Context: an optimization exercise on an open-source flow, tuned for small area. The choices shown serve that exercise and are no tape-out recipe.
In this exercise RTL edits were held to simulation tests only and were not proved equivalent to the original.
Power is estimated from default activity; no workload was simulated.

==> flow/design.v <==
module ahb (
            hclk
           ,hresetn
           ,htrans
           ,haddr
           ,hwdata
           ,hready_in
           ,hsel
           ,hwrite
           ,hsize
           ,hresp
           ,hready_out
           ,hrdata
           ,frame_num
           ,sample_in_frame
           ,com_2_ovl
           ,max_point_fft_core
           ,alpha
           ,quarter
           ,fft_num
           ,fft_stage_number
           ,mel_num
           ,cep_num
           ,trigger
           );
input hclk;                       
input hresetn;                    
input [1:0]htrans;
input [11:0]haddr;
input [31:0]hwdata;
input hready_in;
input hsel;
input hwrite;
input [2:0]hsize;
output [1:0]hresp;
output hready_out;
output [31:0]hrdata;
output [31:0]frame_num;            
output [31:0]sample_in_frame;      
output [31:0]com_2_ovl;            
output [31:0]max_point_fft_core;   
output [31:0]alpha;                
output [31:0]quarter;              
output [31:0]fft_num;              
output [31:0]fft_stage_number;     
output [31:0]mel_num;              
output [31:0]cep_num;              
output trigger;                    
wire [31:0]hrdata;
reg [31:0]frame_num;
reg [31:0]sample_in_frame;
reg [31:0]com_2_ovl;
reg [31:0]max_point_fft_core;
reg [31:0]alpha;
reg [31:0]quarter;
reg [31:0]fft_num;
reg [31:0]fft_stage_number;
reg [31:0]mel_num;
reg [31:0]cep_num;
reg trigger;
reg [3:0]addr_q;
reg wr_q;
wire xfer = htrans[1] & hready_in & hsel;
always @(posedge hclk) begin
  addr_q <= haddr[3:0] | {4{|haddr[11:4]}};
end
always @(posedge hclk or negedge hresetn) begin
  if (!hresetn) wr_q <= 1'b0;
  else          wr_q <= xfer & hwrite & (hsize == 3'b010);
end
wire [10:0]sel;
wire [10:0]we;
wire [10:0]nwe;
ahb_dec u_dec (.a(addr_q), .w(wr_q), .sel(sel), .we(we), .nwe(nwe));
wire [31:0]rv [0:9];
wire [31:0]nx [0:9];
assign rv[0] = frame_num;
assign rv[1] = sample_in_frame;
assign rv[2] = com_2_ovl;
assign rv[3] = max_point_fft_core;
assign rv[4] = alpha;
assign rv[5] = quarter;
assign rv[6] = fft_num;
assign rv[7] = fft_stage_number;
assign rv[8] = mel_num;
assign rv[9] = cep_num;
genvar k, i;
generate
  for (k = 0; k < 10; k = k + 1) begin : g_reg
    for (i = 0; i < 32; i = i + 1) begin : g_bit
      ahb_wmux u_wm (.s(we[k]), .sn(nwe[k]), .d(hwdata[i]), .q(rv[k][i]), .y(nx[k][i]));
    end
  end
endgenerate
wire nx_trigger;
ahb_wmux u_wm_trig (.s(we[10]), .sn(nwe[10]), .d(hwdata[0]), .q(trigger), .y(nx_trigger));
always @(posedge hclk or negedge hresetn) begin
  if (!hresetn) begin
    frame_num          <= 32'b0;
    sample_in_frame    <= 32'b0;
    com_2_ovl          <= 32'b0;
    max_point_fft_core <= 32'b0;
    alpha              <= 32'b0;
    quarter            <= 32'b0;
    fft_num            <= 32'b0;
    fft_stage_number   <= 32'b0;
    mel_num            <= 32'b0;
    cep_num            <= 32'b0;
    trigger            <= 1'b0;
  end
  else begin
    frame_num          <= nx[0];
    sample_in_frame    <= nx[1];
    com_2_ovl          <= nx[2];
    max_point_fft_core <= nx[3];
    alpha              <= nx[4];
    quarter            <= nx[5];
    fft_num            <= nx[6];
    fft_stage_number   <= nx[7];
    mel_num            <= nx[8];
    cep_num            <= nx[9];
    trigger            <= nx_trigger;
  end
end
ahb_rmux11 u_rm0 (.s(sel), .d({trigger, rv[9][0], rv[8][0], rv[7][0], rv[6][0], rv[5][0], rv[4][0], rv[3][0], rv[2][0], rv[1][0], rv[0][0]}), .y(hrdata[0]));
generate
  for (i = 1; i < 32; i = i + 1) begin : g_rd
    ahb_rmux10 u_rm (.s(sel[9:0]), .d({rv[9][i], rv[8][i], rv[7][i], rv[6][i], rv[5][i], rv[4][i], rv[3][i], rv[2][i], rv[1][i], rv[0][i]}), .y(hrdata[i]));
  end
endgenerate
assign hresp = 2'b0;
assign hready_out = 1'b1;
endmodule
module ahb_dec (
  input  [3:0]a,
  input  w,
  output [10:0]sel,
  output [10:0]we,
  output [10:0]nwe
);
wire [3:0]lo;
wire [3:0]nlo;
wire [2:0]hi;
wire [2:0]nhi;
wire [2:0]hiw;
wire [2:0]nhiw;
genvar j, k;
generate
  for (j = 0; j < 4; j = j + 1) begin : g_lo
    assign lo[j]  = (a[1:0] == j);
    assign nlo[j] = ~lo[j];
  end
  for (j = 0; j < 3; j = j + 1) begin : g_hi
    assign hi[j]   = (a[3:2] == j);
    assign nhi[j]  = ~hi[j];
    assign hiw[j]  = hi[j] & w;
    assign nhiw[j] = ~hiw[j];
  end
  for (k = 0; k < 11; k = k + 1) begin : g
    ahb_nor2  u_sel (.a(nlo[k % 4]), .b(nhi[k / 4]),  .y(sel[k]));
    ahb_nor2  u_we  (.a(nlo[k % 4]), .b(nhiw[k / 4]), .y(we[k]));
    ahb_nand2 u_nwe (.a(lo[k % 4]),  .b(hiw[k / 4]),  .y(nwe[k]));
  end
endgenerate
endmodule
module ahb_nor2 (
  input  a,
  input  b,
  output y
);
assign y = ~(a | b);
endmodule
module ahb_nand2 (
  input  a,
  input  b,
  output y
);
assign y = ~(a & b);
endmodule
module ahb_wmux (
  input  s,
  input  sn,
  input  d,
  input  q,
  output y
);
assign y = (s & d) | (sn & q);
endmodule
module ahb_rmux10 (
  input  [9:0]s,
  input  [9:0]d,
  output y
);
wire [2:0]n;
ahb_aoi222 u_a0 (.a(s[2:0]), .b(d[2:0]), .y(n[0]));
ahb_aoi222 u_a1 (.a(s[5:3]), .b(d[5:3]), .y(n[1]));
ahb_aoi222 u_a2 (.a(s[8:6]), .b(d[8:6]), .y(n[2]));
assign y = ~(n[0] & n[1] & n[2] & ~(s[9] & d[9]));
endmodule
module ahb_rmux11 (
  input  [10:0]s,
  input  [10:0]d,
  output y
);
wire [2:0]n;
ahb_aoi222 u_a0 (.a(s[2:0]), .b(d[2:0]), .y(n[0]));
ahb_aoi222 u_a1 (.a(s[5:3]), .b(d[5:3]), .y(n[1]));
ahb_aoi222 u_a2 (.a(s[8:6]), .b(d[8:6]), .y(n[2]));
assign y = ~(n[0] & n[1] & n[2] & ~((s[9] & d[9]) | (s[10] & d[10])));
endmodule
module ahb_aoi222 (
  input  [2:0]a,
  input  [2:0]b,
  output y
);
assign y = ~|(a & b);
endmodule
==> flow/flow/run.sh <==
#!/bin/bash
# Standard ORFS layout, with the smallest buffer (sky130_fd_sc_hd__buf_1)
# on every port and a clock tree built without dummy loads.
set -euo pipefail
CTS="-sink_clustering_enable -repair_clock_nets -dont_use_dummy_load -buf_list sky130_fd_sc_hd__clkbuf_16 -sink_clustering_size 28 -sink_clustering_max_diameter 90"
bash standard.sh 'BUFFER_PORTS_ARGS=-buffer_cell sky130_fd_sc_hd__buf_1' "CTS_ARGS=$CTS" finish > make_finish.log 2>&1
==> flow/standard.sh <==
#!/bin/bash
# synth_recipe.tcl (not shown) runs the flow's synth.tcl, then flattens the netlist and writes it again
# the make line also repeats each setting of config.mk as NAME=value (left out here)
make -C /OpenROAD-flow-scripts/flow DESIGN_CONFIG=/design/flow/config.mk WORK_HOME=/design/flow/orfs CLKGATE_MAP_FILE= SYNTH_SCRIPT=/design/flow/synth_recipe.tcl "${@:-finish}"
==> flow/config.mk <==
export PLATFORM = sky130hd
export DESIGN_NAME = ahb
export DESIGN_NICKNAME = ahb
export VERILOG_FILES = /design/flow/design.v
export SDC_FILE = /design/flow/constraint.sdc
export NUM_CORES = 4
export LEC_CHECK = 0
export CAP_MARGIN = 0
export CORE_MARGIN = 2
export CORE_UTILIZATION = 65
export SLEW_MARGIN = 0
export SYNTH_HIERARCHICAL = 1
==> flow/constraint.sdc <==
create_clock -name core_clock -period 10.0 [get_ports {hclk}]
set_input_delay 2.0000 -clock core_clock [delete_from_list [all_inputs] [get_ports {hclk}]]
set_output_delay 2.0000 -clock core_clock [all_outputs]
set_load 0.01 [all_outputs]
==> flow_summary.html, run 1 <==
<table>
<tr><th>Metric</th><th>Value</th></tr>
<tr><th colspan="2">Run status</th></tr>
<tr><td>Run status</td><td>finished clean</td></tr>
<tr><th colspan="2">Finish</th></tr>
<tr><td>Share of cells above drive strength 1</td><td>4.26%</td></tr>
<tr><td>Fill cells</td><td>1209</td></tr>
<tr><td>Synth-to-layout area growth</td><td>19.2%</td></tr>
<tr><td>Highest-count cells in the layout ignoring fill and taps</td><td>sky130_fd_sc_hd__buf_1, sky130_fd_sc_hd__dfrtp_1, sky130_fd_sc_hd__a22o_1, sky130_fd_sc_hd__a222oi_1, sky130_fd_sc_hd__nand2_1</td></tr>
<tr><td>Post-layout instance count excluding filler cells</td><td>1553</td></tr>
<tr><td>Most common cell after layout, fill and taps aside</td><td>sky130_fd_sc_hd__buf_1</td></tr>
<tr><td>Final layout net count</td><td>1347</td></tr>
<tr><th colspan="2">Worst hold path</th></tr>
<tr><td>Worst hold path type</td><td>reg2reg</td></tr>
<tr><th colspan="2">GRT</th></tr>
<tr><td>Total routing usage reported by global routing</td><td>between 40% and 50%</td></tr>
<tr><td>Met3 usage in global routing</td><td>between 10% and 20%</td></tr>
<tr><td>Fraction of met1 tracks used by global routing</td><td>between 60 and 70%</td></tr>
<tr><td>Global routing's busiest layer</td><td>met2</td></tr>
<tr><td>Via count of the first global-routing pass</td><td>11854</td></tr>
<tr><td>GR met2 Demand/Resource</td><td>70.2%</td></tr>
<tr><td>Antenna violations before repair</td><td>0</td></tr>
<tr><td>Aggregate global routing overflow</td><td>0</td></tr>
<tr><td>Pin count of the biggest net entering global routing</td><td>176</td></tr>
<tr><td>Wire length of the first global-routing pass</td><td>72300 µm</td></tr>
<tr><th colspan="2">Drt</th></tr>
<tr><td>Final Routed Wirelength</td><td>approximately 50000 µm</td></tr>
<tr><td>Number of search-and-repair iterations in the first detailed-routing pass</td><td>10</td></tr>
<tr><td>Avg WL per Cell</td><td>31.9 µm</td></tr>
<tr><td>Number of remaining DRC errors</td><td>0</td></tr>
<tr><td>Vias</td><td>12063</td></tr>
<tr><td>Vias per std cell</td><td>7.77</td></tr>
<tr><td>Iteration-0 DRC count of the detailed router</td><td>2290</td></tr>
<tr><td>Number of nets with antenna violations after routing</td><td>0</td></tr>
<tr><th colspan="2">Timing</th></tr>
<tr><td>Max-slew violation total from the final report</td><td>0</td></tr>
<tr><td>Min Tclk post-route</td><td>5.21 ns</td></tr>
<tr><td>Highest achievable clock rate</td><td>~190 MHz</td></tr>
<tr><td>RSZ-0062 raised after global routing</td><td>false</td></tr>
<tr><td>Clk_skew</td><td>0.0317 ns</td></tr>
<tr><td>Hold Vio Cnt, Final</td><td>0</td></tr>
<tr><td>Final Setup Violations</td><td>0</td></tr>
<tr><td>Slew headroom</td><td>7.53%</td></tr>
<tr><td>Worst slew pin tran</td><td>1.38 ns</td></tr>
<tr><td>Setup TNS</td><td>0 ns</td></tr>
<tr><td>Final period utilization</td><td>52.1%</td></tr>
<tr><th colspan="2">Floorplanning</th></tr>
<tr><td>Die area</td><td>between 0.02 and 0.025 mm²</td></tr>
<tr><td>Placeable core region</td><td>around 0.019 mm²</td></tr>
<tr><td>Ports</td><td>410</td></tr>
<tr><td>Chip Height</td><td>143 µm</td></tr>
<tr><td>Die outline width</td><td>around 140 µm</td></tr>
<tr><td>Row cnt</td><td>50</td></tr>
<tr><td>Starting Density</td><td>66.8%</td></tr>
<tr><th colspan="2">Setup path</th></tr>
<tr><td>Endpoint arrival time on the critical path</td><td>3.21 ns</td></tr>
<tr><td>Setup CP Type</td><td>reg2out</td></tr>
<tr><td>Capturing element type of the critical path</td><td>output port</td></tr>
<tr><td>Startpoint Class</td><td>flop</td></tr>
<tr><td>Cell family contributing the most delay on the critical path</td><td>simple AND/OR/NAND/NOR gates</td></tr>
<tr><td>Cells along the critical path</td><td>or2b_2 -&gt; nor2_4 -&gt; a222oi_1 -&gt; nand4_1 -&gt; buf_1</td></tr>
<tr><td>Delay of the slowest critical-path stage</td><td>roughly 1.0 ns</td></tr>
<tr><td>Slowest stage cell, crit path</td><td>sky130_fd_sc_hd__nor2_4</td></tr>
<tr><td>Required time reported for the critical path endpoint</td><td>8.00 ns</td></tr>
<tr><td>Maximum fanout encountered on the critical timing path</td><td>32</td></tr>
<tr><td>Crit path buffers/inverters</td><td>1</td></tr>
<tr><th colspan="2">Clock tree</th></tr>
<tr><td>Clk slew on worst S/H paths</td><td>roughly 0.11 ns</td></tr>
<tr><td>Clock Latency Late Sink</td><td>0.50 ns</td></tr>
<tr><td>CTS root buffer</td><td>sky130_fd_sc_hd__clkbuf_16</td></tr>
<tr><td>Total number of H-tree levels</td><td>1</td></tr>
<tr><td>Number of buffers inserted during clock tree synthesis</td><td>15</td></tr>
<tr><td>Number of instances resized during post-cts repair</td><td>0</td></tr>
<tr><td>Total of hold buffers inserted after clock tree synthesis</td><td>0</td></tr>
<tr><td>Total setup buffers inserted after CTS</td><td>0</td></tr>
<tr><td>Num Clock Sinks</td><td>around 330</td></tr>
<tr><td>CTS tree</td><td>done</td></tr>
<tr><td>Bufs on Longest Clock Path</td><td>3</td></tr>
<tr><th colspan="2">Power</th></tr>
<tr><td>Overall power after layout</td><td>2.04 mW</td></tr>
<tr><td>Worst supply voltage drop on vdd</td><td>0.000105 V</td></tr>
<tr><td>Power Density</td><td>~140 mW/mm²</td></tr>
<tr><td>Static Leakage</td><td>6.62 nW</td></tr>
<tr><th colspan="2">Yosys</th></tr>
<tr><td>Sequential-to-total area share from yosys stat</td><td>64.7%</td></tr>
<tr><td>Top cell type by total area after synthesis</td><td>sky130_fd_sc_hd__dfrtp_1</td></tr>
<tr><td>Synth warnings</td><td>7</td></tr>
<tr><td>Leading cell types by total area after synthesis</td><td>sky130_fd_sc_hd__dfrtp_1, sky130_fd_sc_hd__a22o_1, sky130_fd_sc_hd__a222oi_1</td></tr>
<tr><td>Combined area of all synthesized cells</td><td>0.0126 mm²</td></tr>
<tr><td>Register bit total from synthesis</td><td>326</td></tr>
<tr><td>Count of different cell masters after synthesis</td><td>23</td></tr>
<tr><td>Cell count after synthesis</td><td>870</td></tr>
<tr><td>Top cell type's share of synthesized area</td><td>64.0%</td></tr>
<tr><td>Avg Cell Area, Syn</td><td>about 14 µm²</td></tr>
<tr><th colspan="2">Placed design</th></tr>
<tr><td>Number of input and output port buffers inserted</td><td>405</td></tr>
<tr><td>Number of placed instances with taps included</td><td>between 1500 and 2000</td></tr>
<tr><td>HPWL reported at the end of detailed placement</td><td>27700 µm</td></tr>
<tr><td>Final GP Congestion</td><td>0.901</td></tr>
<tr><th colspan="2">Run</th></tr>
<tr><td>Number of max-cap violations</td><td>0</td></tr>
</table>
per-module statistics from Yosys (local to each module, per instance):
module	flops+latches	cell area, µm²	copies in the design
ahb_nor2	0	3.75	22
ahb_nand2	0	3.75	11
ahb_rmux11	0	13.8	1
ahb_wmux	0	8.76	321
ahb_rmux10	0	10.0	31
ahb	326	8240	1
ahb_dec	0	119	1
ahb_aoi222	0	10.0	96
worst register-to-register path, cell delays in order, from the launching register on:
cell	delay, ns
sky130_fd_sc_hd__dfrtp_1	0.44
sky130_fd_sc_hd__nor3b_1	0.60
sky130_fd_sc_hd__nand2_2	0.82
sky130_fd_sc_hd__a22o_1	0.47
path summary, 6_finish.rpt:
check                                 start              endpoint  slack, ns  cells after the start
worst max-delay path              addr_q[2]            hrdata[28]       4.79                      5
worst min-delay path            cep_num[18]           cep_num[18]       0.52                      1
worst max register to register         wr_q          com_2_ovl[1]       7.54                      3
worst min register to register  cep_num[18]           cep_num[18]       0.52                      1
max in group asynchronous           hresetn            mel_num[9]       6.76                      2
min in group asynchronous           hresetn  fft_stage_number[21]       1.70                      1
final cells by class:
cell class	instances	area [µm²]	area share, %
Timing Repair Buffer	408	1560	10.4
Clock buffer	15	375	2.50
Tap cell	260	325	2.17
Antenna cell	2	5.00	0.0334
Multi-Input combinational cell	542	4600	30.6
Sequential cell	326	8140	54.3
cells by family (layout without fill, tap and decap cells):
| logic type | Yosys count | count (layout) | synth area share, % |
|---|---|---|---|
| AO/OA/AOI/OAI | 418 | 418 | 30.0 |
| other | 2 | 5 | 0.0597 |
| buffers and inverters | 3 | 423 | 0.179 |
| flip-flops | 326 | 326 | 64.7 |
| AND/OR/NAND/NOR | 121 | 121 | 5.03 |
through the flow:
step | util [%] | cell area (µm²) | setup WS, ns | hold slack, ns
floorplan | - | 12600 | 5.80 | 0.551
finish | 79.7 | 15000 | 4.79 | 0.525
detailed placement | 77.6 | 14600 | 5.56 | 0.501
global route | 79.6 | 15000 | 4.79 | 0.545
CTS | 79.6 | 15000 | 4.99 | 0.523
global placement | 77.6 | 14600 | 5.55 | 0.501
state kept, by name (all words and copies together) (netlist names):
register            flops
addr_q                  4
alpha                  32
cep_num                32
com_2_ovl              32
fft_num                32
fft_stage_number       32
frame_num              32
max_point_fft_core     32
mel_num                32
quarter                32
sample_in_frame        32
trigger                 1
wr_q                    1
where the power goes:
group	leakage, nW	switching [mW]	internal [mW]
logic	1.90	0.0470	0.00803
clock network	0.185	0.393	0.272
registers	4.53	0.000169	1.32
cell usage after synthesis:
cell,n
sky130_fd_sc_hd__a222oi_1,96
sky130_fd_sc_hd__a22o_1,321
sky130_fd_sc_hd__a22oi_1,1
sky130_fd_sc_hd__and2_1,1
sky130_fd_sc_hd__and3b_2,2
sky130_fd_sc_hd__and4_1,1
sky130_fd_sc_hd__buf_4,3
sky130_fd_sc_hd__conb_1,2
sky130_fd_sc_hd__dfrtp_1,322
sky130_fd_sc_hd__dfxtp_1,4
sky130_fd_sc_hd__nand2_1,43
sky130_fd_sc_hd__nand2b_1,2
sky130_fd_sc_hd__nand3b_1,6
sky130_fd_sc_hd__nand4_1,32
sky130_fd_sc_hd__nor2_1,23
sky130_fd_sc_hd__nor2b_1,2
sky130_fd_sc_hd__nor3b_1,1
sky130_fd_sc_hd__nor4_2,2
sky130_fd_sc_hd__nor4bb_1,1
sky130_fd_sc_hd__or2_2,2
sky130_fd_sc_hd__or2b_1,1
sky130_fd_sc_hd__or2b_2,1
sky130_fd_sc_hd__or3b_1,1
metal layers:
| metal | vias to the layer above | part of all wire, % |
|---|---|---|
| met3 | 316 | 17 |
| met1 | 5833 | 32 |
| met4 | 0 | 7.1 |
| li1 | 4613 | - |
| met2 | 1301 | 44 |
| met5 | - | 0 |
==> run 2, diff against run 1 <==
==> flow/flow/run.sh (replaced) <==
#!/bin/bash
# Standard ORFS layout, with the smallest buffer (sky130_fd_sc_hd__buf_1)
# on every port and a clock tree built without dummy loads.
set -euo pipefail
CTS="-sink_clustering_enable -repair_clock_nets -dont_use_dummy_load -buf_list sky130_fd_sc_hd__clkbuf_16 -sink_clustering_size 34 -sink_clustering_max_diameter 60"
bash standard.sh 'BUFFER_PORTS_ARGS=-buffer_cell sky130_fd_sc_hd__buf_1' "CTS_ARGS=$CTS" finish > make_finish.log 2>&1
--- a/flow/config.mk
+++ b/flow/config.mk
@@ -7,6 +7,6 @@
 export LEC_CHECK = 0
 export CAP_MARGIN = 0
 export CORE_MARGIN = 2
-export CORE_UTILIZATION = 65
+export CORE_UTILIZATION = 55
 export SLEW_MARGIN = 0
 export SYNTH_HIERARCHICAL = 1
==> flow_summary.html, run 2 <==
<table>
<tr><th>Metric</th><th>Value</th></tr>
<tr><th colspan="2">Finish</th></tr>
<tr><td>Fill cells</td><td>1768 (+46%)</td></tr>
<tr><td>Most common cell after layout, fill and taps aside</td><td>sky130_fd_sc_hd__buf_1</td></tr>
<tr><td>Share of cells above drive strength 1</td><td>5.05% (+0.79 points)</td></tr>
<tr><td>N_diodes</td><td>0 (-2)</td></tr>
<tr><td>Post-layout utilization of the core</td><td>67.5% (-12 points)</td></tr>
<tr><td>Highest-count cells in the layout ignoring fill and taps</td><td>sky130_fd_sc_hd__buf_1, sky130_fd_sc_hd__dfrtp_1, sky130_fd_sc_hd__a22o_1, sky130_fd_sc_hd__a222oi_1, sky130_fd_sc_hd__nand2_1</td></tr>
<tr><td>Post-layout instance count excluding filler cells</td><td>1593 (+2.6%)</td></tr>
<tr><td>Final instance area</td><td>0.0152 mm² (+1.5%)</td></tr>
<tr><td>Synth-to-layout area growth</td><td>21.1%</td></tr>
<tr><td>Final layout net count</td><td>1364 (+1.3%)</td></tr>
<tr><th colspan="2">Drt</th></tr>
<tr><td>Number of search-and-repair iterations in the first detailed-routing pass</td><td>9 (-1)</td></tr>
<tr><td>Avg WL per Cell</td><td>31.6 µm (-0.94%)</td></tr>
<tr><td>Vias</td><td>11649 (-3.4%)</td></tr>
<tr><td>Number of remaining DRC errors</td><td>0 (unchanged)</td></tr>
<tr><td>Final Routed Wirelength</td><td>50400 µm (+1.6%)</td></tr>
<tr><td>Vias per std cell</td><td>7.31 (-5.9%)</td></tr>
<tr><td>Number of nets with antenna violations after routing</td><td>0 (unchanged)</td></tr>
<tr><td>Iteration-0 DRC count of the detailed router</td><td>1575 (-31%)</td></tr>
<tr><th colspan="2">Floorplanning</th></tr>
<tr><td>Row cnt</td><td>55 (+10%)</td></tr>
<tr><td>Starting Density</td><td>55.7% (-11 points)</td></tr>
<tr><td>Chip Height</td><td>155 µm (+8.5%)</td></tr>
<tr><td>Die area</td><td>0.0241 mm² (+18%)</td></tr>
<tr><td>Ports</td><td>410 (unchanged)</td></tr>
<tr><td>Die outline width</td><td>155 µm (+8.5%)</td></tr>
<tr><td>Placeable core region</td><td>0.0226 mm² (+20%)</td></tr>
<tr><th colspan="2">Yosys</th></tr>
<tr><td>Most common library cells after synthesis</td><td>sky130_fd_sc_hd__dfrtp_1, sky130_fd_sc_hd__a22o_1, sky130_fd_sc_hd__a222oi_1, sky130_fd_sc_hd__nand2_1, sky130_fd_sc_hd__nand4_1</td></tr>
<tr><td>Sequential-to-total area share from yosys stat</td><td>64.7% (unchanged)</td></tr>
<tr><td>Synthesized-area fraction occupied by adder cells</td><td>0% (unchanged)</td></tr>
<tr><td>Synth warnings</td><td>7 (unchanged)</td></tr>
<tr><td>Combined area of all synthesized cells</td><td>0.0126 mm² (unchanged)</td></tr>
<tr><td>Number of enable flip-flop cells after synthesis</td><td>0 (unchanged)</td></tr>
<tr><td>Most used standard cell by instance count after synthesis</td><td>sky130_fd_sc_hd__dfrtp_1</td></tr>
<tr><td>Dominant combinational cell family by area after synthesis</td><td>compound AO/OA/AOI/OAI gates</td></tr>
<tr><td>Share of the synthesized netlist area taken by xor and xnor gates</td><td>0% (unchanged)</td></tr>
<tr><td>Leading cell types by total area after synthesis</td><td>sky130_fd_sc_hd__dfrtp_1, sky130_fd_sc_hd__a22o_1, sky130_fd_sc_hd__a222oi_1</td></tr>
<tr><td>Cell count after synthesis</td><td>870 (unchanged)</td></tr>
<tr><td>Register bit total from synthesis</td><td>326 (unchanged)</td></tr>
<tr><td>Multiplexer fraction of the synthesized cell area</td><td>0% (unchanged)</td></tr>
<tr><td>Compound-cell area share of the yosys netlist</td><td>30.0% (unchanged)</td></tr>
<tr><td>Async SR Flop Fraction</td><td>98.8% (unchanged)</td></tr>
<tr><td>Top cell type's share of synthesized area</td><td>64.0% (unchanged)</td></tr>
<tr><td>Ys flop type</td><td>sky130_fd_sc_hd__dfrtp_1</td></tr>
<tr><td>Top cell type by total area after synthesis</td><td>sky130_fd_sc_hd__dfrtp_1</td></tr>
<tr><td>Avg Cell Area, Syn</td><td>14.5 µm² (unchanged)</td></tr>
<tr><td>Simple logic cell fraction of the synthesized area</td><td>5.03% (unchanged)</td></tr>
<tr><td>Count of different cell masters after synthesis</td><td>23 (unchanged)</td></tr>
<tr><th colspan="2">Power</th></tr>
<tr><td>Worst supply voltage drop on vdd</td><td>0.000116 V (+10%)</td></tr>
<tr><td>Power Density</td><td>142 mW/mm² (+4.6%)</td></tr>
<tr><td>Static Leakage</td><td>6.73 nW (+1.7%)</td></tr>
<tr><th colspan="2">Placed design</th></tr>
<tr><td>Number of placed instances with taps included</td><td>1572 (+2.3%)</td></tr>
<tr><td>Number of input and output port buffers inserted</td><td>405 (unchanged)</td></tr>
<tr><td>HPWL reported at the end of detailed placement</td><td>29400 µm (+6.3%)</td></tr>
<tr><td>Final GP Congestion</td><td>0.872 (-3.3%)</td></tr>
<tr><td>Placed inst area</td><td>0.0147 mm² (+0.59%)</td></tr>
<tr><th colspan="2">Clock tree</th></tr>
<tr><td>Number of instances resized during post-cts repair</td><td>0 (unchanged)</td></tr>
<tr><td>CTS tree</td><td>done</td></tr>
<tr><td>Clk slew on worst S/H paths</td><td>0.07 ns (-0.04 ns)</td></tr>
<tr><td>Total number of H-tree levels</td><td>1 (unchanged)</td></tr>
<tr><td>CTS root buffer</td><td>sky130_fd_sc_hd__clkbuf_16</td></tr>
<tr><td>Bufs on Longest Clock Path</td><td>3 (unchanged)</td></tr>
<tr><td>Num Clock Sinks</td><td>326 (unchanged)</td></tr>
<tr><td>Total of hold buffers inserted after clock tree synthesis</td><td>0 (unchanged)</td></tr>
<tr><td>Total setup buffers inserted after CTS</td><td>0 (unchanged)</td></tr>
<tr><td>Number of buffers inserted during clock tree synthesis</td><td>21 (+6)</td></tr>
<tr><td>Clock Latency Late Sink</td><td>0.54 ns (+0.04 ns)</td></tr>
<tr><th colspan="2">Timing</th></tr>
<tr><td>Hold Vio Cnt, Final</td><td>0 (unchanged)</td></tr>
<tr><td>Slew headroom</td><td>8.48% (+0.96 points)</td></tr>
<tr><td>Final period utilization</td><td>52.4% (+0.22 points)</td></tr>
<tr><td>Setup TNS</td><td>0 ns (unchanged)</td></tr>
<tr><td>Min Tclk post-route</td><td>5.24 ns (+0.0221 ns)</td></tr>
<tr><td>Worst slew pin tran</td><td>1.37 ns (-0.0143 ns)</td></tr>
<tr><td>Final Setup Violations</td><td>0 (unchanged)</td></tr>
<tr><td>RSZ-0062 raised after global routing</td><td>false</td></tr>
<tr><td>Highest achievable clock rate</td><td>191 MHz (-0.42%)</td></tr>
<tr><td>Clk_skew</td><td>0.0567 ns (+0.0250 ns)</td></tr>
<tr><td>Max-slew violation total from the final report</td><td>0 (unchanged)</td></tr>
<tr><th colspan="2">GRT</th></tr>
<tr><td>Wire length of the first global-routing pass</td><td>72900 µm (+0.79%)</td></tr>
<tr><td>Total routing usage reported by global routing</td><td>40.7% (-6.9 points)</td></tr>
<tr><td>Pin count of the biggest net entering global routing</td><td>82 (-53%)</td></tr>
<tr><td>Aggregate global routing overflow</td><td>0 (unchanged)</td></tr>
<tr><td>Via count of the first global-routing pass</td><td>11257 (-5.0%)</td></tr>
<tr><td>Antenna violations before repair</td><td>0 (unchanged)</td></tr>
<tr><th colspan="2">Run status</th></tr>
<tr><td>Run status</td><td>finished clean</td></tr>
<tr><th colspan="2">Setup path</th></tr>
<tr><td>Startpoint Class</td><td>flop</td></tr>
<tr><td>Endpoint arrival time on the critical path</td><td>3.24 ns (+0.03 ns)</td></tr>
<tr><td>Setup CP Type</td><td>reg2out</td></tr>
<tr><td>Required time reported for the critical path endpoint</td><td>8.00 ns (about the same)</td></tr>
<tr><td>Capturing element type of the critical path</td><td>output port</td></tr>
<tr><td>Maximum fanout encountered on the critical timing path</td><td>32 (unchanged)</td></tr>
<tr><th colspan="2">Run</th></tr>
<tr><td>Number of max-cap violations</td><td>0 (unchanged)</td></tr>
<tr><th colspan="2">Worst hold path</th></tr>
<tr><td>Worst hold path type</td><td>reg2reg</td></tr>
</table>
## run 2: cell counts after synthesis
No cell type changed its count.
## run 2: per-stage QoR
step / total power, mW / setup WS, ns / hold WS (ns)
finish: 2.16 / 4.76 / 0.527
detailed placement: 1.40 / 5.44 / 0.506
CTS: 2.17 / 4.90 / 0.525
global route: 2.22 / 4.79 / 0.538
global placement: 1.40 / 5.48 / 0.503
floorplan: 1.35 / 5.80 / 0.551
## run 2: routing by layer
metal | global-route usage [%] | part of all wire [%] | vias to the layer above
li1 | - | - | 4645
met1 | 53.5 | 37 | 5830
met2 | 65.7 | 47 | 997
met3 | 9.30 | 12 | 177
met4 | 17.7 | 4.5 | 0
met5 | 0 | 0 | -
## run 2: kinds of logic after synthesis
logic type | count (synthesis)
other | 2
flip-flops | 326
AND/OR/NAND/NOR | 121
buffers and inverters | 3
AO/OA/AOI/OAI | 418
## run 2: final timing paths
check | startpoint | endpoint | slack (ns) | cells past startpoint
worst max-delay path | addr_q[2] | hrdata[12] | 4.76 | 5
worst min-delay path | fft_stage_number[22] | fft_stage_number[22] | 0.53 | 1
worst max register to register | wr_q | max_point_fft_core[18] | 7.62 | 3
worst min register to register | fft_stage_number[22] | fft_stage_number[22] | 0.53 | 1
max in group asynchronous | hresetn | fft_num[18] | 6.24 | 3
min in group asynchronous | hresetn | mel_num[24] | 1.48 | 1
## run 2: final cells by class
cell class | instances | area (µm²) | area share, %
flip-flops and latches | 326 | 8140 | 53.4
multi-input cells | 542 | 4580 | 30.1
repair buffers | 419 | 1630 | 10.7
clock buffers | 21 | 526 | 3.45
well taps | 285 | 357 | 2.34
## run 2: report_power, final
| part | internal [mW] | switching, mW | total, mW |
|---|---|---|---|
| sequential | 1.32 | 0.000172 | 1.32 |
| combinational | 0.00798 | 0.0472 | 0.0551 |
| clock | 0.373 | 0.418 | 0.792 |
| total | 1.70 | 0.466 | 2.16 |
## run 2: per-module statistics from Yosys, one instance, submodules excluded, a selection
module	cell area, µm²	times used	cells	flip-flops and latches
ahb	8240	1	339	326
ahb_dec	119	1	17	0
ahb_nand2	3.75	11	1	0
ahb_nor2	3.75	22	1	0
ahb_rmux10	10.0	31	2	0
ahb_rmux11	13.8	1	2	0
ahb_wmux	8.76	321	1	0
## run 2: worst max-delay path: stages (launching register included)
cell,delay (ns)
sky130_fd_sc_hd__dfxtp_1,0.44
sky130_fd_sc_hd__or2b_2,0.43
sky130_fd_sc_hd__nor2_4,1.04
sky130_fd_sc_hd__a222oi_1,0.34
sky130_fd_sc_hd__nand4_1,0.25
sky130_fd_sc_hd__buf_1,0.24
==> run 3, diff against run 2 <==
==> flow/flow/run.sh (replaced) <==
#!/bin/bash
# Standard ORFS layout, with the smallest buffer (sky130_fd_sc_hd__buf_1)
# on every port and a clock tree built without dummy loads.
set -euo pipefail
CTS="-sink_clustering_enable -repair_clock_nets -dont_use_dummy_load -buf_list sky130_fd_sc_hd__clkbuf_16 -root_buf sky130_fd_sc_hd__clkbuf_4 -tree_buf sky130_fd_sc_hd__clkbuf_4 -sink_clustering_size 28 -sink_clustering_max_diameter 150"
bash standard.sh 'BUFFER_PORTS_ARGS=-buffer_cell sky130_fd_sc_hd__buf_1' "CTS_ARGS=$CTS" finish > make_finish.log 2>&1
--- a/flow/config.mk
+++ b/flow/config.mk
@@ -7,6 +7,7 @@
 export LEC_CHECK = 0
 export CAP_MARGIN = 0
 export CORE_MARGIN = 2
-export CORE_UTILIZATION = 55
+export CORE_UTILIZATION = 65
+export GPL_TIMING_DRIVEN = 0
 export SLEW_MARGIN = 0
 export SYNTH_HIERARCHICAL = 1
==> flow_summary.html, run 3 <==
<table>
<tr><th>Metric</th><th>Value</th></tr>
<tr><th colspan="2">Setup path</th></tr>
<tr><td>Endpoint arrival time on the critical path</td><td>3.03 ns (-0.21 ns)</td></tr>
<tr><td>Startpoint Class</td><td>flop</td></tr>
<tr><td>Delay of the slowest critical-path stage</td><td>0.59 ns (-0.45 ns)</td></tr>
<tr><td>Slowest stage cell, crit path</td><td>sky130_fd_sc_hd__nand2b_1</td></tr>
<tr><td>Critical R2R Capture</td><td>frame_num[31]</td></tr>
<tr><td>Reg2Reg Launch Point</td><td>wr_q</td></tr>
<tr><td>Maximum fanout encountered on the critical timing path</td><td>18 (-44%)</td></tr>
<tr><td>Cells along the critical path</td><td>nand2b_1 -&gt; nor2_4 -&gt; buf_16 -&gt; a222oi_1 -&gt; nand4_1 -&gt; buf_1</td></tr>
<tr><td>Capturing element type of the critical path</td><td>output port</td></tr>
<tr><td>Worst reg2reg path depth</td><td>3 (unchanged)</td></tr>
<tr><td>Worst reg-to-reg setup slack</td><td>7.45 ns (-0.17 ns)</td></tr>
<tr><td>Setup CP Type</td><td>reg2out</td></tr>
<tr><td>Required time reported for the critical path endpoint</td><td>8.00 ns (about the same)</td></tr>
<tr><th colspan="2">Yosys</th></tr>
<tr><td>Combined area of all synthesized cells</td><td>0.0126 mm² (unchanged)</td></tr>
<tr><td>Register bit total from synthesis</td><td>326 (unchanged)</td></tr>
<tr><td>Count of different cell masters after synthesis</td><td>23 (unchanged)</td></tr>
<tr><td>Async SR Flop Fraction</td><td>98.8% (unchanged)</td></tr>
<tr><td>Synth warnings</td><td>7 (unchanged)</td></tr>
<tr><td>Sequential-to-total area share from yosys stat</td><td>64.7% (unchanged)</td></tr>
<tr><td>Top cell type's share of synthesized area</td><td>64.0% (unchanged)</td></tr>
<tr><td>Most common library cells after synthesis</td><td>sky130_fd_sc_hd__dfrtp_1, sky130_fd_sc_hd__a22o_1, sky130_fd_sc_hd__a222oi_1, sky130_fd_sc_hd__nand2_1, sky130_fd_sc_hd__nand4_1</td></tr>
<tr><td>Top cell type by total area after synthesis</td><td>sky130_fd_sc_hd__dfrtp_1</td></tr>
<tr><td>Most used standard cell by instance count after synthesis</td><td>sky130_fd_sc_hd__dfrtp_1</td></tr>
<tr><td>Leading cell types by total area after synthesis</td><td>sky130_fd_sc_hd__dfrtp_1, sky130_fd_sc_hd__a22o_1, sky130_fd_sc_hd__a222oi_1</td></tr>
<tr><td>Ys flop type</td><td>sky130_fd_sc_hd__dfrtp_1</td></tr>
<tr><td>Cell count after synthesis</td><td>870 (unchanged)</td></tr>
<tr><td>Number of enable flip-flop cells after synthesis</td><td>0 (unchanged)</td></tr>
<tr><td>Avg Cell Area, Syn</td><td>14.5 µm² (unchanged)</td></tr>
<tr><th colspan="2">Timing</th></tr>
<tr><td>Slew headroom</td><td>23.8% (+15 points)</td></tr>
<tr><td>Post-route worst setup slack</td><td>4.97 ns (+0.212 ns)</td></tr>
<tr><td>Final Setup Violations</td><td>0 (unchanged)</td></tr>
<tr><td>Max-slew violation total from the final report</td><td>0 (unchanged)</td></tr>
<tr><td>Min Tclk post-route</td><td>5.03 ns (-0.212 ns)</td></tr>
<tr><td>Final period utilization</td><td>50.3% (-2.1 points)</td></tr>
<tr><td>RSZ-0062 raised after global routing</td><td>false</td></tr>
<tr><td>Clk_skew</td><td>0.0297 ns (-0.0270 ns)</td></tr>
<tr><td>Highest achievable clock rate</td><td>199 MHz (+4.2%)</td></tr>
<tr><td>Worst slew pin tran</td><td>1.14 ns (-0.230 ns)</td></tr>
<tr><td>Hold Vio Cnt, Final</td><td>0 (unchanged)</td></tr>
<tr><th colspan="2">Floorplanning</th></tr>
<tr><td>Ports</td><td>410 (unchanged)</td></tr>
<tr><td>Row cnt</td><td>50 (-9.1%)</td></tr>
<tr><td>Placeable core region</td><td>0.0188 mm² (-17%)</td></tr>
<tr><td>Starting Density</td><td>66.8% (+11 points)</td></tr>
<tr><td>Die outline width</td><td>143 µm (-7.8%)</td></tr>
<tr><td>Chip Height</td><td>143 µm (-7.8%)</td></tr>
<tr><td>Die area</td><td>0.0205 mm² (-15%)</td></tr>
<tr><th colspan="2">Clock tree</th></tr>
<tr><td>Num Clock Sinks</td><td>326 (unchanged)</td></tr>
<tr><td>Total of hold buffers inserted after clock tree synthesis</td><td>0 (unchanged)</td></tr>
<tr><td>Clock Latency Late Sink</td><td>0.69 ns (+0.15 ns)</td></tr>
<tr><td>CTS root buffer</td><td>sky130_fd_sc_hd__clkbuf_4</td></tr>
<tr><td>Clk slew on worst S/H paths</td><td>0.11 ns (+0.04 ns)</td></tr>
<tr><td>Bufs on Longest Clock Path</td><td>3 (unchanged)</td></tr>
<tr><td>CTS tree</td><td>done</td></tr>
<tr><td>Number of buffers inserted during clock tree synthesis</td><td>15 (-29%)</td></tr>
<tr><td>Total setup buffers inserted after CTS</td><td>0 (unchanged)</td></tr>
<tr><td>Total number of H-tree levels</td><td>1 (unchanged)</td></tr>
<tr><td>Number of instances resized during post-cts repair</td><td>0 (unchanged)</td></tr>
<tr><th colspan="2">Drt</th></tr>
<tr><td>Sum of met3 wire segment lengths after detailed routing</td><td>8430 µm (+36%)</td></tr>
<tr><td>Top Metal Used</td><td>met4</td></tr>
<tr><td>Vias per std cell</td><td>7.82 (+6.9%)</td></tr>
<tr><td>Iteration-0 DRC count of the detailed router</td><td>2263 (+44%)</td></tr>
<tr><td>Vias</td><td>12380 (+6.3%)</td></tr>
<tr><td>Number of nets with antenna violations after routing</td><td>0 (unchanged)</td></tr>
<tr><td>Number of remaining DRC errors</td><td>0 (unchanged)</td></tr>
<tr><td>Number of search-and-repair iterations in the first detailed-routing pass</td><td>8 (-1)</td></tr>
<tr><td>Routed length on met1</td><td>16400 µm (-11%)</td></tr>
<tr><td>Routed wire length on met2</td><td>22800 µm (-3.0%)</td></tr>
<tr><td>Final Routed Wirelength</td><td>51300 µm (+1.8%)</td></tr>
<tr><td>Avg WL per Cell</td><td>32.4 µm (+2.4%)</td></tr>
<tr><th colspan="2">Finish</th></tr>
<tr><td>Synth-to-layout area growth</td><td>24.1%</td></tr>
<tr><td>Post-layout utilization of the core</td><td>82.9% (+15 points)</td></tr>
<tr><td>Highest-count cells in the layout ignoring fill and taps</td><td>sky130_fd_sc_hd__buf_1, sky130_fd_sc_hd__dfrtp_1, sky130_fd_sc_hd__a22o_1, sky130_fd_sc_hd__a222oi_1, sky130_fd_sc_hd__nand2_1</td></tr>
<tr><td>Share of cells above drive strength 1</td><td>6.58% (+1.5 points)</td></tr>
<tr><td>Final layout net count</td><td>1378 (+1.0%)</td></tr>
<tr><td>Final instance area</td><td>0.0156 mm² (+2.5%)</td></tr>
<tr><td>Most common cell after layout, fill and taps aside</td><td>sky130_fd_sc_hd__buf_1</td></tr>
<tr><th colspan="2">Power</th></tr>
<tr><td>Overall power after layout</td><td>2.00 mW (-7.5%)</td></tr>
<tr><td>Static Leakage</td><td>6.89 nW (+2.3%)</td></tr>
<tr><td>Worst supply voltage drop on vdd</td><td>0.000125 V (+7.8%)</td></tr>
<tr><td>Power Density</td><td>128 mW/mm² (-9.7%)</td></tr>
<tr><th colspan="2">Run</th></tr>
<tr><td>Number of max-cap violations</td><td>0 (unchanged)</td></tr>
<tr><th colspan="2">GRT</th></tr>
<tr><td>Wire length of the first global-routing pass</td><td>74800 µm (+2.6%)</td></tr>
<tr><td>Via count of the first global-routing pass</td><td>12267 (+9.0%)</td></tr>
<tr><td>Pin count of the biggest net entering global routing</td><td>42 (-49%)</td></tr>
<tr><td>Total routing usage reported by global routing</td><td>49.2% (+8.5 points)</td></tr>
<tr><td>Aggregate global routing overflow</td><td>0 (unchanged)</td></tr>
<tr><td>Antenna violations before repair</td><td>2 (+2)</td></tr>
<tr><th colspan="2">Placed design</th></tr>
<tr><td>Number of input and output port buffers inserted</td><td>405 (unchanged)</td></tr>
<tr><td>Final GP Congestion</td><td>0.882 (+1.1%)</td></tr>
<tr><td>HPWL reported at the end of detailed placement</td><td>31800 µm (+8.3%)</td></tr>
<tr><td>Placed inst area</td><td>0.0153 mm² (+4.0%)</td></tr>
<tr><td>Post-Place Worst Slack</td><td>5.81 ns (+0.365 ns)</td></tr>
<tr><th colspan="2">Worst hold path</th></tr>
<tr><td>Hold path depth</td><td>1 (unchanged)</td></tr>
<tr><td>Hold worst-path end</td><td>mel_num[26]</td></tr>
<tr><td>Worst hold path type</td><td>reg2reg</td></tr>
<tr><td>Start point of the worst hold path</td><td>mel_num[26]</td></tr>
<tr><th colspan="2">Run status</th></tr>
<tr><td>Run status</td><td>finished clean</td></tr>
</table>
run 3: worst max-delay path by stage:
stage,slack (ns),depth (start not counted),start,endpoint
6_report,4.97,6,addr_q[1],hrdata[6]
5_1_grt,4.92,6,addr_q[1],hrdata[20]
4_1_cts,5.05,6,addr_q[1],hrdata[6]
3_5_place_dp,5.81,6,addr_q[1],hrdata[6]
3_3_place_gp,-8.55,1,hresetn,cep_num[13]
2_1_floorplan,5.80,4,addr_q[2],hrdata[0]
run 3: routing by layer:
| layer | up-vias | track usage [%] |
|---|---|---|
| met3 | 333 | 18.2 |
| met2 | 1384 | 73.1 |
| li1 | 4679 | - |
| met4 | 0 | 29.5 |
| met5 | - | 0 |
| met1 | 5984 | 62.1 |
run 3: where the power goes:
part | internal (mW) | total, mW | switching, mW
clock network | 0.228 | 0.621 | 0.394
registers | 1.32 | 1.32 | 0.000186
logic | 0.0148 | 0.0637 | 0.0489
total | 1.56 | 2.00 | 0.443
run 3: final cells by class:
class | instances | area [µm²]
Fill cell | 1079 | 3220
Timing Repair Buffer | 436 | 2200
Sequential cell | 326 | 8140
Multi-Input combinational cell | 542 | 4600
Clock buffer | 15 | 323
Antenna cell | 2 | 5.00
Buffer | 3 | 22.5
Tap cell | 260 | 325
run 3: cells by family (layout without fill, tap and decap cells):
logic type             Yosys count  count (layout)  share of synthesized area [%]
flip-flops                     326             326                           64.7
buffers and inverters            3             454                          0.179
AND/OR/NAND/NOR                121             121                           5.03
AO/OA/AOI/OAI                  418             418                           30.0
other                            2               5                         0.0597
run 3: worst max-delay path: cells and delay by family, from the launching register on:
family | cells | cell delay (ns)
buffers and inverters | 2 | 0.45
AND/OR/NAND/NOR | 3 | 1.10
AO/OA/AOI/OAI | 1 | 0.33
flip-flops | 1 | 0.46
run 3: per-stage QoR:
step	setup TNS (ns)	cells	hold WS [ns]
3_3_place_gp	-2742.58	1536	0.501
4_1_cts	0	1582	0.531
5_1_grt	0	1584	0.549
3_5_place_dp	0	1567	0.504
2_1_floorplan	0	871	0.551
6_report	0	1584	0.528
run 3: modules after synthesis (local to each module, per instance):
module	flip-flops and latches	area, µm²
ahb_nand2	0	3.75
ahb	326	8240
ahb_rmux10	0	10.0
ahb_dec	0	119
ahb_aoi222	0	10.0
ahb_rmux11	0	13.8
ahb_nor2	0	3.75
ahb_wmux	0	8.76
==> run 4, diff against run 3 <==
--- a/flow/config.mk
+++ b/flow/config.mk
@@ -8,6 +8,6 @@
 export CAP_MARGIN = 0
 export CORE_MARGIN = 2
 export CORE_UTILIZATION = 65
-export GPL_TIMING_DRIVEN = 0
+export PLACE_DENSITY = 0.85
 export SLEW_MARGIN = 0
 export SYNTH_HIERARCHICAL = 1
==> flow_summary.html, run 4 <==
<table>
<tr><th>Metric</th><th>Value</th></tr>
<tr><th colspan="2">Setup path</th></tr>
<tr><td>Reg2Reg Launch Point</td><td>wr_q</td></tr>
<tr><td>Cells along the critical path</td><td>or2b_2 -&gt; nor2_4 -&gt; a222oi_1 -&gt; nand4_1 -&gt; buf_1</td></tr>
<tr><td>Setup CP Type</td><td>reg2out</td></tr>
<tr><td>Capturing element type of the critical path</td><td>output port</td></tr>
<tr><td>Worst setup startpoint</td><td>addr_q[2]</td></tr>
<tr><td>Worst reg2reg path depth</td><td>3 (unchanged)</td></tr>
<tr><td>Startpoint Class</td><td>flop</td></tr>
<tr><td>Slowest stage cell, crit path</td><td>sky130_fd_sc_hd__nor2_4</td></tr>
<tr><td>Maximum fanout encountered on the critical timing path</td><td>32 (+14)</td></tr>
<tr><td>Delay of the slowest critical-path stage</td><td>1.04 ns (+0.45 ns)</td></tr>
<tr><td>Crit path to</td><td>hrdata[20]</td></tr>
<tr><td>Worst reg-to-reg setup slack</td><td>7.61 ns (+0.16 ns)</td></tr>
<tr><td>Endpoint arrival time on the critical path</td><td>3.39 ns (+0.36 ns)</td></tr>
<tr><td>Critical R2R Capture</td><td>max_point_fft_core[1]</td></tr>
<tr><td>Required time reported for the critical path endpoint</td><td>8.00 ns (about the same)</td></tr>
<tr><th colspan="2">Yosys</th></tr>
<tr><td>Top cell type by total area after synthesis</td><td>sky130_fd_sc_hd__dfrtp_1</td></tr>
<tr><td>Count of different cell masters after synthesis</td><td>23 (unchanged)</td></tr>
<tr><td>Cell count after synthesis</td><td>870 (unchanged)</td></tr>
<tr><td>Leading cell types by total area after synthesis</td><td>sky130_fd_sc_hd__dfrtp_1, sky130_fd_sc_hd__a22o_1, sky130_fd_sc_hd__a222oi_1</td></tr>
<tr><td>Avg Cell Area, Syn</td><td>14.5 µm² (unchanged)</td></tr>
<tr><td>Most common library cells after synthesis</td><td>sky130_fd_sc_hd__dfrtp_1, sky130_fd_sc_hd__a22o_1, sky130_fd_sc_hd__a222oi_1, sky130_fd_sc_hd__nand2_1, sky130_fd_sc_hd__nand4_1</td></tr>
<tr><td>Async SR Flop Fraction</td><td>98.8% (unchanged)</td></tr>
<tr><td>Sequential-to-total area share from yosys stat</td><td>64.7% (unchanged)</td></tr>
<tr><td>Combined area of all synthesized cells</td><td>0.0126 mm² (unchanged)</td></tr>
<tr><td>Number of enable flip-flop cells after synthesis</td><td>0 (unchanged)</td></tr>
<tr><td>Register bit total from synthesis</td><td>326 (unchanged)</td></tr>
<tr><td>Synth warnings</td><td>7 (unchanged)</td></tr>
<tr><td>Ys flop type</td><td>sky130_fd_sc_hd__dfrtp_1</td></tr>
<tr><td>Most used standard cell by instance count after synthesis</td><td>sky130_fd_sc_hd__dfrtp_1</td></tr>
<tr><td>Top cell type's share of synthesized area</td><td>64.0% (unchanged)</td></tr>
<tr><th colspan="2">Timing</th></tr>
<tr><td>Worst slew pin tran</td><td>1.33 ns (+0.186 ns)</td></tr>
<tr><td>Slew headroom</td><td>11.5% (-12 points)</td></tr>
<tr><td>Setup TNS</td><td>0 ns (unchanged)</td></tr>
<tr><td>Final period utilization</td><td>53.9% (+3.6 points)</td></tr>
<tr><td>Min Tclk post-route</td><td>5.39 ns (+0.365 ns)</td></tr>
<tr><td>Clk_skew</td><td>0.0257 ns (-0.00403 ns)</td></tr>
<tr><td>Highest achievable clock rate</td><td>186 MHz (-6.8%)</td></tr>
<tr><td>WHS</td><td>0.529 ns (+0.00123 ns)</td></tr>
<tr><td>RSZ-0062 raised after global routing</td><td>false</td></tr>
<tr><td>Max-slew violation total from the final report</td><td>0 (unchanged)</td></tr>
<tr><td>Final Setup Violations</td><td>0 (unchanged)</td></tr>
<tr><td>Hold Vio Cnt, Final</td><td>0 (unchanged)</td></tr>
<tr><th colspan="2">Drt</th></tr>
<tr><td>Avg WL per Cell</td><td>31.5 µm (-2.5%)</td></tr>
<tr><td>Vias per std cell</td><td>7.71 (-1.3%)</td></tr>
<tr><td>Number of search-and-repair iterations in the first detailed-routing pass</td><td>9 (+1)</td></tr>
<tr><td>Final Routed Wirelength</td><td>49300 µm (-3.8%)</td></tr>
<tr><td>Number of remaining DRC errors</td><td>0 (unchanged)</td></tr>
<tr><td>Iteration-0 DRC count of the detailed router</td><td>2051 (-9.4%)</td></tr>
<tr><td>Vias</td><td>12056 (-2.6%)</td></tr>
<tr><td>Number of nets with antenna violations after routing</td><td>0 (unchanged)</td></tr>
<tr><th colspan="2">Power</th></tr>
<tr><td>Flop pwr share</td><td>66.4% (+0.6 points)</td></tr>
<tr><td>Overall power after layout</td><td>1.98 mW (-0.97%)</td></tr>
<tr><td>Net Sw Frac</td><td>21.7% (-0.41 points)</td></tr>
<tr><td>Internal</td><td>1.55 mW (-0.45%)</td></tr>
<tr><td>Clk network pwr share</td><td>30.8% (-0.2 points)</td></tr>
<tr><td>Static Leakage</td><td>6.63 nW (-3.8%)</td></tr>
<tr><td>Power Density</td><td>132 mW/mm² (+3.1%)</td></tr>
<tr><td>Switching power of the nets</td><td>431 µW (-2.8%)</td></tr>
<tr><td>Worst supply voltage drop on vdd</td><td>0.000121 V (-2.9%)</td></tr>
<tr><td>Combinational share of power</td><td>2.8% (-0.4 points)</td></tr>
<tr><th colspan="2">Floorplanning</th></tr>
<tr><td>Chip Height</td><td>143 µm (unchanged)</td></tr>
<tr><td>Placeable core region</td><td>0.0188 mm² (unchanged)</td></tr>
<tr><td>Die outline width</td><td>143 µm (unchanged)</td></tr>
<tr><td>Die area</td><td>0.0205 mm² (unchanged)</td></tr>
<tr><td>Starting Density</td><td>66.8% (unchanged)</td></tr>
<tr><td>Ports</td><td>410 (unchanged)</td></tr>
<tr><td>Row cnt</td><td>50 (unchanged)</td></tr>
<tr><th colspan="2">Placed design</th></tr>
<tr><td>Number of input and output port buffers inserted</td><td>405 (unchanged)</td></tr>
<tr><td>HPWL reported at the end of detailed placement</td><td>28900 µm (-9.3%)</td></tr>
<tr><td>Final GP Congestion</td><td>0.939 (+6.5%)</td></tr>
<tr><th colspan="2">GRT</th></tr>
<tr><td>Aggregate global routing overflow</td><td>0 (unchanged)</td></tr>
<tr><td>Total routing usage reported by global routing</td><td>47.4% (-1.8 points)</td></tr>
<tr><td>Via count of the first global-routing pass</td><td>11496 (-6.3%)</td></tr>
<tr><td>Antenna violations before repair</td><td>3 (+1)</td></tr>
<tr><td>Pin count of the biggest net entering global routing</td><td>182 (+330%)</td></tr>
<tr><td>Wire length of the first global-routing pass</td><td>71500 µm (-4.5%)</td></tr>
<tr><th colspan="2">Run status</th></tr>
<tr><td>Run status</td><td>finished clean</td></tr>
<tr><th colspan="2">Clock tree</th></tr>
<tr><td>Bufs on Longest Clock Path</td><td>3 (unchanged)</td></tr>
<tr><td>Total setup buffers inserted after CTS</td><td>0 (unchanged)</td></tr>
<tr><td>Num Clock Sinks</td><td>326 (unchanged)</td></tr>
<tr><td>Number of buffers inserted during clock tree synthesis</td><td>15 (unchanged)</td></tr>
<tr><td>Clk slew on worst S/H paths</td><td>0.11 ns (about the same)</td></tr>
<tr><td>Clock Latency Late Sink</td><td>0.68 ns (about the same)</td></tr>
<tr><td>CTS tree</td><td>done</td></tr>
<tr><td>Total number of H-tree levels</td><td>1 (unchanged)</td></tr>
<tr><td>CTS root buffer</td><td>sky130_fd_sc_hd__clkbuf_4</td></tr>
<tr><td>Total of hold buffers inserted after clock tree synthesis</td><td>0 (unchanged)</td></tr>
<tr><td>Number of instances resized during post-cts repair</td><td>0 (unchanged)</td></tr>
<tr><th colspan="2">Finish</th></tr>
<tr><td>Synth-to-layout area growth</td><td>19.2%</td></tr>
<tr><td>Share of cells above drive strength 1</td><td>4.23% (-2.4 points)</td></tr>
<tr><td>Multi-input logic area</td><td>0.00457 mm² (-0.54%)</td></tr>
<tr><td>Final layout net count</td><td>1356 (-1.6%)</td></tr>
<tr><td>Post-layout utilization of the core</td><td>79.6% (-3.3 points)</td></tr>
<tr><td>Sequential cell area</td><td>0.00814 mm² (unchanged)</td></tr>
<tr><td>Fill cells</td><td>1194 (+11%)</td></tr>
<tr><td>Highest-count cells in the layout ignoring fill and taps</td><td>sky130_fd_sc_hd__buf_1, sky130_fd_sc_hd__dfrtp_1, sky130_fd_sc_hd__a22o_1, sky130_fd_sc_hd__a222oi_1, sky130_fd_sc_hd__nand2_1</td></tr>
<tr><td>Most common cell after layout, fill and taps aside</td><td>sky130_fd_sc_hd__buf_1</td></tr>
<tr><th colspan="2">Worst hold path</th></tr>
<tr><td>Worst hold path type</td><td>reg2reg</td></tr>
<tr><th colspan="2">Run</th></tr>
<tr><td>Number of max-cap violations</td><td>0 (unchanged)</td></tr>
</table>
==> run 4: stage by stage <==
stage / std cells / instance area, µm² / setup slack (ns)
3_3_place_gp: 1545 / 14700 / 5.60
5_1_grt: 1562 / 15000 / 4.63
3_5_place_dp: 1545 / 14700 / 5.55
2_1_floorplan: 871 / 12600 / 5.80
4_1_cts: 1560 / 15000 / 4.83
6_report: 1563 / 15000 / 4.61
==> run 4: routing by layer <==
layer / global-route usage (%) / wire length, µm / up-vias
met1: 64.8 / 16500 / 5900
met2: 68.8 / 21700 / 1283
met3: 14.8 / 8030 / 238
met5: 1.00 / 0 / -
li1: - / - / 4635
met4: 24.9 / 3050 / 0
==> run 4: layout make-up <==
class | instances | share of cell area, %
flip-flops and latches | 326 | 54.3
multi-input cells | 542 | 30.5
repair buffers | 417 | 10.8
well taps | 260 | 2.17
clock buffers | 15 | 2.15
diodes | 3 | 0.0501
==> run 4: cells by family after synthesis <==
group	Yosys count	share of synthesized area, %
DFF	326	64.7
AOI/OAI and AO/OA	418	30.0
buffers and inverters	3	0.179
other	2	0.0597
and+or+nand+nor	121	5.03
==> run 4: worst min path at each step <==
stage                              from       endpoint  slack (ns)  cells after the start
final                         alpha[13]      alpha[13]        0.53                      1
after global routing          alpha[13]      alpha[13]        0.54                      1
after floorplan              fft_num[0]     fft_num[0]        0.55                      1
after global placement    frame_num[20]  frame_num[20]        0.50                      1
after CTS                     alpha[13]      alpha[13]        0.53                      1
after detailed placement      alpha[13]      alpha[13]        0.50                      1
==> run 4: per-module statistics from Yosys (local to each module, per instance) <==
module | copies in the design | cells | cell area [µm²]
ahb | 1 | 339 | 8240
ahb_rmux11 | 1 | 2 | 13.8
ahb_wmux | 321 | 1 | 8.76
ahb_nor2 | 22 | 1 | 3.75
ahb_aoi222 | 96 | 1 | 10.0
ahb_dec | 1 | 17 | 119
ahb_nand2 | 11 | 1 | 3.75
ahb_rmux10 | 31 | 2 | 10.0
==> run 4: worst max-delay path, delay by kind of cell, from the launching register on <==
family | cells | cell delay (ns)
AND/OR/NAND/NOR | 3 | 1.65
flip-flops | 1 | 0.47
AO/OA/AOI/OAI | 1 | 0.34
buffers and inverters | 1 | 0.23
==> run 4: power by group through the flow <==
stage / clock (mW) / sequential, mW / combinational (mW)
final: 0.611 / 1.32 / 0.0552
after detailed placement: 0 / 1.34 / 0.0550
after CTS: 0.610 / 1.32 / 0.0550
after global routing: 0.658 / 1.32 / 0.0619
after global placement: 0 / 1.34 / 0.0544
after floorplan: 0 / 1.34 / 0.00404
==> run 5, diff against run 4 <==
--- a/flow/config.mk
+++ b/flow/config.mk
@@ -8,6 +8,5 @@
 export CAP_MARGIN = 0
 export CORE_MARGIN = 2
 export CORE_UTILIZATION = 65
-export PLACE_DENSITY = 0.85
 export SLEW_MARGIN = 0
 export SYNTH_HIERARCHICAL = 1
==> flow_summary.html, run 5 <==
<table>
<tr><th>Metric</th><th>Value</th></tr>
<tr><th colspan="2">Drt</th></tr>
<tr><td>Number of nets with antenna violations after routing</td><td>0 (unchanged)</td></tr>
<tr><td>Vias per std cell</td><td>7.80 (+1.1%)</td></tr>
<tr><td>Avg WL per Cell</td><td>31.9 µm (+1.2%)</td></tr>
<tr><td>Number of remaining DRC errors</td><td>0 (unchanged)</td></tr>
<tr><td>Vias</td><td>12099 (+0.36%)</td></tr>
<tr><td>Number of search-and-repair iterations in the first detailed-routing pass</td><td>8 (-1)</td></tr>
<tr><th colspan="2">Yosys</th></tr>
<tr><td>Ys flop type</td><td>sky130_fd_sc_hd__dfrtp_1</td></tr>
<tr><td>Combined area of all synthesized cells</td><td>0.0126 mm² (unchanged)</td></tr>
<tr><td>Count of different cell masters after synthesis</td><td>23 (unchanged)</td></tr>
<tr><td>Synth warnings</td><td>7 (unchanged)</td></tr>
<tr><td>Top cell type's share of synthesized area</td><td>64.0% (unchanged)</td></tr>
<tr><td>Avg Cell Area, Syn</td><td>14.5 µm² (unchanged)</td></tr>
<tr><td>Leading cell types by total area after synthesis</td><td>sky130_fd_sc_hd__dfrtp_1, sky130_fd_sc_hd__a22o_1, sky130_fd_sc_hd__a222oi_1</td></tr>
<tr><td>Most common library cells after synthesis</td><td>sky130_fd_sc_hd__dfrtp_1, sky130_fd_sc_hd__a22o_1, sky130_fd_sc_hd__a222oi_1, sky130_fd_sc_hd__nand2_1, sky130_fd_sc_hd__nand4_1</td></tr>
<tr><td>Number of enable flip-flop cells after synthesis</td><td>0 (unchanged)</td></tr>
<tr><td>Register bit total from synthesis</td><td>326 (unchanged)</td></tr>
<tr><td>Most used standard cell by instance count after synthesis</td><td>sky130_fd_sc_hd__dfrtp_1</td></tr>
<tr><td>Cell count after synthesis</td><td>870 (unchanged)</td></tr>
<tr><td>Async SR Flop Fraction</td><td>98.8% (unchanged)</td></tr>
<tr><th colspan="2">Floorplanning</th></tr>
<tr><td>Die area</td><td>0.0205 mm² (unchanged)</td></tr>
<tr><td>Starting Density</td><td>66.8% (unchanged)</td></tr>
<tr><td>Die outline width</td><td>143 µm (unchanged)</td></tr>
<tr><td>Ports</td><td>410 (unchanged)</td></tr>
<tr><td>Chip Height</td><td>143 µm (unchanged)</td></tr>
<tr><td>Row cnt</td><td>50 (unchanged)</td></tr>
<tr><td>Placeable core region</td><td>0.0188 mm² (unchanged)</td></tr>
<tr><th colspan="2">Timing</th></tr>
<tr><td>RSZ-0062 raised after global routing</td><td>false</td></tr>
<tr><td>Hold Vio Cnt, Final</td><td>0 (unchanged)</td></tr>
<tr><td>Worst slew pin tran</td><td>1.37 ns (+0.0431 ns)</td></tr>
<tr><td>Final Setup Violations</td><td>0 (unchanged)</td></tr>
<tr><td>Highest achievable clock rate</td><td>184 MHz (-0.75%)</td></tr>
<tr><td>Slew headroom</td><td>8.57% (-2.9 points)</td></tr>
<tr><td>Clk_skew</td><td>0.0291 ns (+0.00339 ns)</td></tr>
<tr><td>Setup TNS</td><td>0 ns (unchanged)</td></tr>
<tr><td>Max-slew violation total from the final report</td><td>0 (unchanged)</td></tr>
<tr><th colspan="2">Setup path</th></tr>
<tr><td>Maximum fanout encountered on the critical timing path</td><td>32 (unchanged)</td></tr>
<tr><td>Capturing element type of the critical path</td><td>output port</td></tr>
<tr><td>Required time reported for the critical path endpoint</td><td>8.00 ns (about the same)</td></tr>
<tr><td>Endpoint arrival time on the critical path</td><td>3.43 ns (+0.04 ns)</td></tr>
<tr><td>Setup CP Type</td><td>reg2out</td></tr>
<tr><th colspan="2">Power</th></tr>
<tr><td>Worst supply voltage drop on vdd</td><td>0.000104 V (-14%)</td></tr>
<tr><td>Overall power after layout</td><td>1.99 mW (+0.28%)</td></tr>
<tr><td>Static Leakage</td><td>6.60 nW (-0.44%)</td></tr>
<tr><th colspan="2">Finish</th></tr>
<tr><td>Share of cells above drive strength 1</td><td>4.26% (+0.029 points)</td></tr>
<tr><td>Synth-to-layout area growth</td><td>18.8%</td></tr>
<tr><td>Fill cells</td><td>1210 (+1.3%)</td></tr>
<tr><td>Highest-count cells in the layout ignoring fill and taps</td><td>sky130_fd_sc_hd__buf_1, sky130_fd_sc_hd__dfrtp_1, sky130_fd_sc_hd__a22o_1, sky130_fd_sc_hd__a222oi_1, sky130_fd_sc_hd__nand2_1</td></tr>
<tr><td>Most common cell after layout, fill and taps aside</td><td>sky130_fd_sc_hd__buf_1</td></tr>
<tr><td>Post-layout instance count excluding filler cells</td><td>1552 (-0.70%)</td></tr>
<tr><th colspan="2">Clock tree</th></tr>
<tr><td>Number of buffers inserted during clock tree synthesis</td><td>15 (unchanged)</td></tr>
<tr><td>CTS tree</td><td>done</td></tr>
<tr><td>CTS root buffer</td><td>sky130_fd_sc_hd__clkbuf_4</td></tr>
<tr><td>Clock Latency Late Sink</td><td>0.70 ns (+0.02 ns)</td></tr>
<tr><td>Num Clock Sinks</td><td>326 (unchanged)</td></tr>
<tr><td>Total of hold buffers inserted after clock tree synthesis</td><td>0 (unchanged)</td></tr>
<tr><td>Bufs on Longest Clock Path</td><td>3 (unchanged)</td></tr>
<tr><td>Clk slew on worst S/H paths</td><td>0.11 ns (about the same)</td></tr>
<tr><td>Number of instances resized during post-cts repair</td><td>0 (unchanged)</td></tr>
<tr><td>Total number of H-tree levels</td><td>1 (unchanged)</td></tr>
<tr><th colspan="2">GRT</th></tr>
<tr><td>Total routing usage reported by global routing</td><td>47.5% (+0.065 points)</td></tr>
<tr><td>Antenna violations before repair</td><td>0 (-3)</td></tr>
<tr><td>Pin count of the biggest net entering global routing</td><td>176 (-3.3%)</td></tr>
<tr><td>Aggregate global routing overflow</td><td>0 (unchanged)</td></tr>
<tr><td>Via count of the first global-routing pass</td><td>11866 (+3.2%)</td></tr>
<tr><th colspan="2">Run status</th></tr>
<tr><td>Run status</td><td>finished clean</td></tr>
<tr><th colspan="2">Run</th></tr>
<tr><td>Number of max-cap violations</td><td>0 (unchanged)</td></tr>
<tr><th colspan="2">Placed design</th></tr>
<tr><td>Number of placed instances with taps included</td><td>1536 (-0.58%)</td></tr>
<tr><td>HPWL reported at the end of detailed placement</td><td>27700 µm (-4.2%)</td></tr>
<tr><td>Number of input and output port buffers inserted</td><td>405 (unchanged)</td></tr>
<tr><td>Final GP Congestion</td><td>0.901 (-4.0%)</td></tr>
<tr><th colspan="2">Worst hold path</th></tr>
<tr><td>Worst hold path type</td><td>reg2reg</td></tr>
</table>
[run 5: metal layers]
metal  part of all wire (%)  routed length (µm)  GRT usage, %  vias up
met4                    6.3                3150          25.7        0
met5                      0                   0         0.752        -
met2                     45               22200          69.5     1308
li1                       -                   -             -     4604
met1                     32               15800          61.9     5899
met3                     17                8450          17.6      288
[run 5: critical path: stages, from the launching register on]
cell                       delay, ns
sky130_fd_sc_hd__dfxtp_1        0.46
sky130_fd_sc_hd__or2b_2         0.42
sky130_fd_sc_hd__nor2_4         1.06
sky130_fd_sc_hd__a222oi_1       0.33
sky130_fd_sc_hd__nand4_1        0.18
sky130_fd_sc_hd__buf_1          0.27
[run 5: path summary, 6_finish.rpt]
kind / from / endpoint / slack (ns) / cells after the start
hold reg to reg: cep_num[18] / cep_num[18] / 0.52 / 1
hold / removal: cep_num[18] / cep_num[18] / 0.52 / 1
setup reg to reg: wr_q / com_2_ovl[1] / 7.54 / 3
max in group asynchronous: hresetn / fft_num[0] / 6.96 / 2
setup / recovery: addr_q[2] / hrdata[28] / 4.57 / 5
min in group asynchronous: hresetn / fft_num[21] / 1.52 / 1
[run 5: per-stage QoR]
stage,hold WS (ns),cell area (µm²),util [%],setup slack [ns]
3_3_place_gp,0.501,14600,77.6,5.55
3_5_place_dp,0.501,14600,77.6,5.56
5_1_grt,0.546,14900,79.3,4.60
2_1_floorplan,0.551,12600,-,5.80
6_report,0.524,14900,79.4,4.57
4_1_cts,0.524,14900,79.3,4.80
[run 5: final cells by class]
class	count	area (µm²)	share of cell area, %
well taps	260	325	2.18
clock buffers	15	323	2.16
flip-flops and latches	326	8140	54.5
multi-input cells	542	4600	30.8
diodes	1	2.50	0.0167
repair buffers	408	1560	10.4
[run 5: logic make-up after synthesis]
logic type / share of synthesized area [%]
compound gates: 30.0
buf+inv: 0.179
flops: 64.7
other cells: 0.0597
simple gates: 5.03
[run 5: power breakdown]
group / total, mW / internal, mW / switching [mW]
clock: 0.616 / 0.227 / 0.389
combinational: 0.0552 / 0.00803 / 0.0472
sequential: 1.32 / 1.32 / 0.000170
total: 1.99 / 1.55 / 0.436
[run 5: modules after synthesis (local to each module, per instance)]
module	cells inside	times used	flops+latches
ahb	339	1	326
ahb_dec	17	1	0
ahb_rmux11	2	1	0
ahb_aoi222	1	96	0
ahb_rmux10	2	31	0
ahb_wmux	1	321	0
ahb_nand2	1	11	0
ahb_nor2	1	22	0

==> static timing again, ports no longer ideal <==
In the flow no input, the clock included, has a driving cell. The finished layouts below were timed again as built, in two steps.
Step 1 sets driving cells, clkbuf_16 on the clock port and buf_2 on the other inputs (assumed; they add their load-dependent delay and slew).
Step 2, shift: input delay + t, output delay - t, t = (earliest + latest rising clock arrival at the registers) / 2. This alone moves slack from input paths to output paths.
a / b / c = ideal ports / drivers / drivers and shift; a / b = the first two.
| run | shift t [ns] | setup WS [ns] |
|---|---|---|
| run 1 | 0.538 | 4.785 / 4.737 / 5.274 |
| run 2 | 0.560 | 4.763 / 4.714 / 5.274 |
| run 3 | 0.718 | 4.975 / 4.929 / 5.647 |
| run 4 | 0.714 | 4.610 / 4.567 / 5.281 |
| run 5 | 0.733 | 4.569 / 4.523 / 5.256 |
After both steps setup and hold are still met in every run listed.
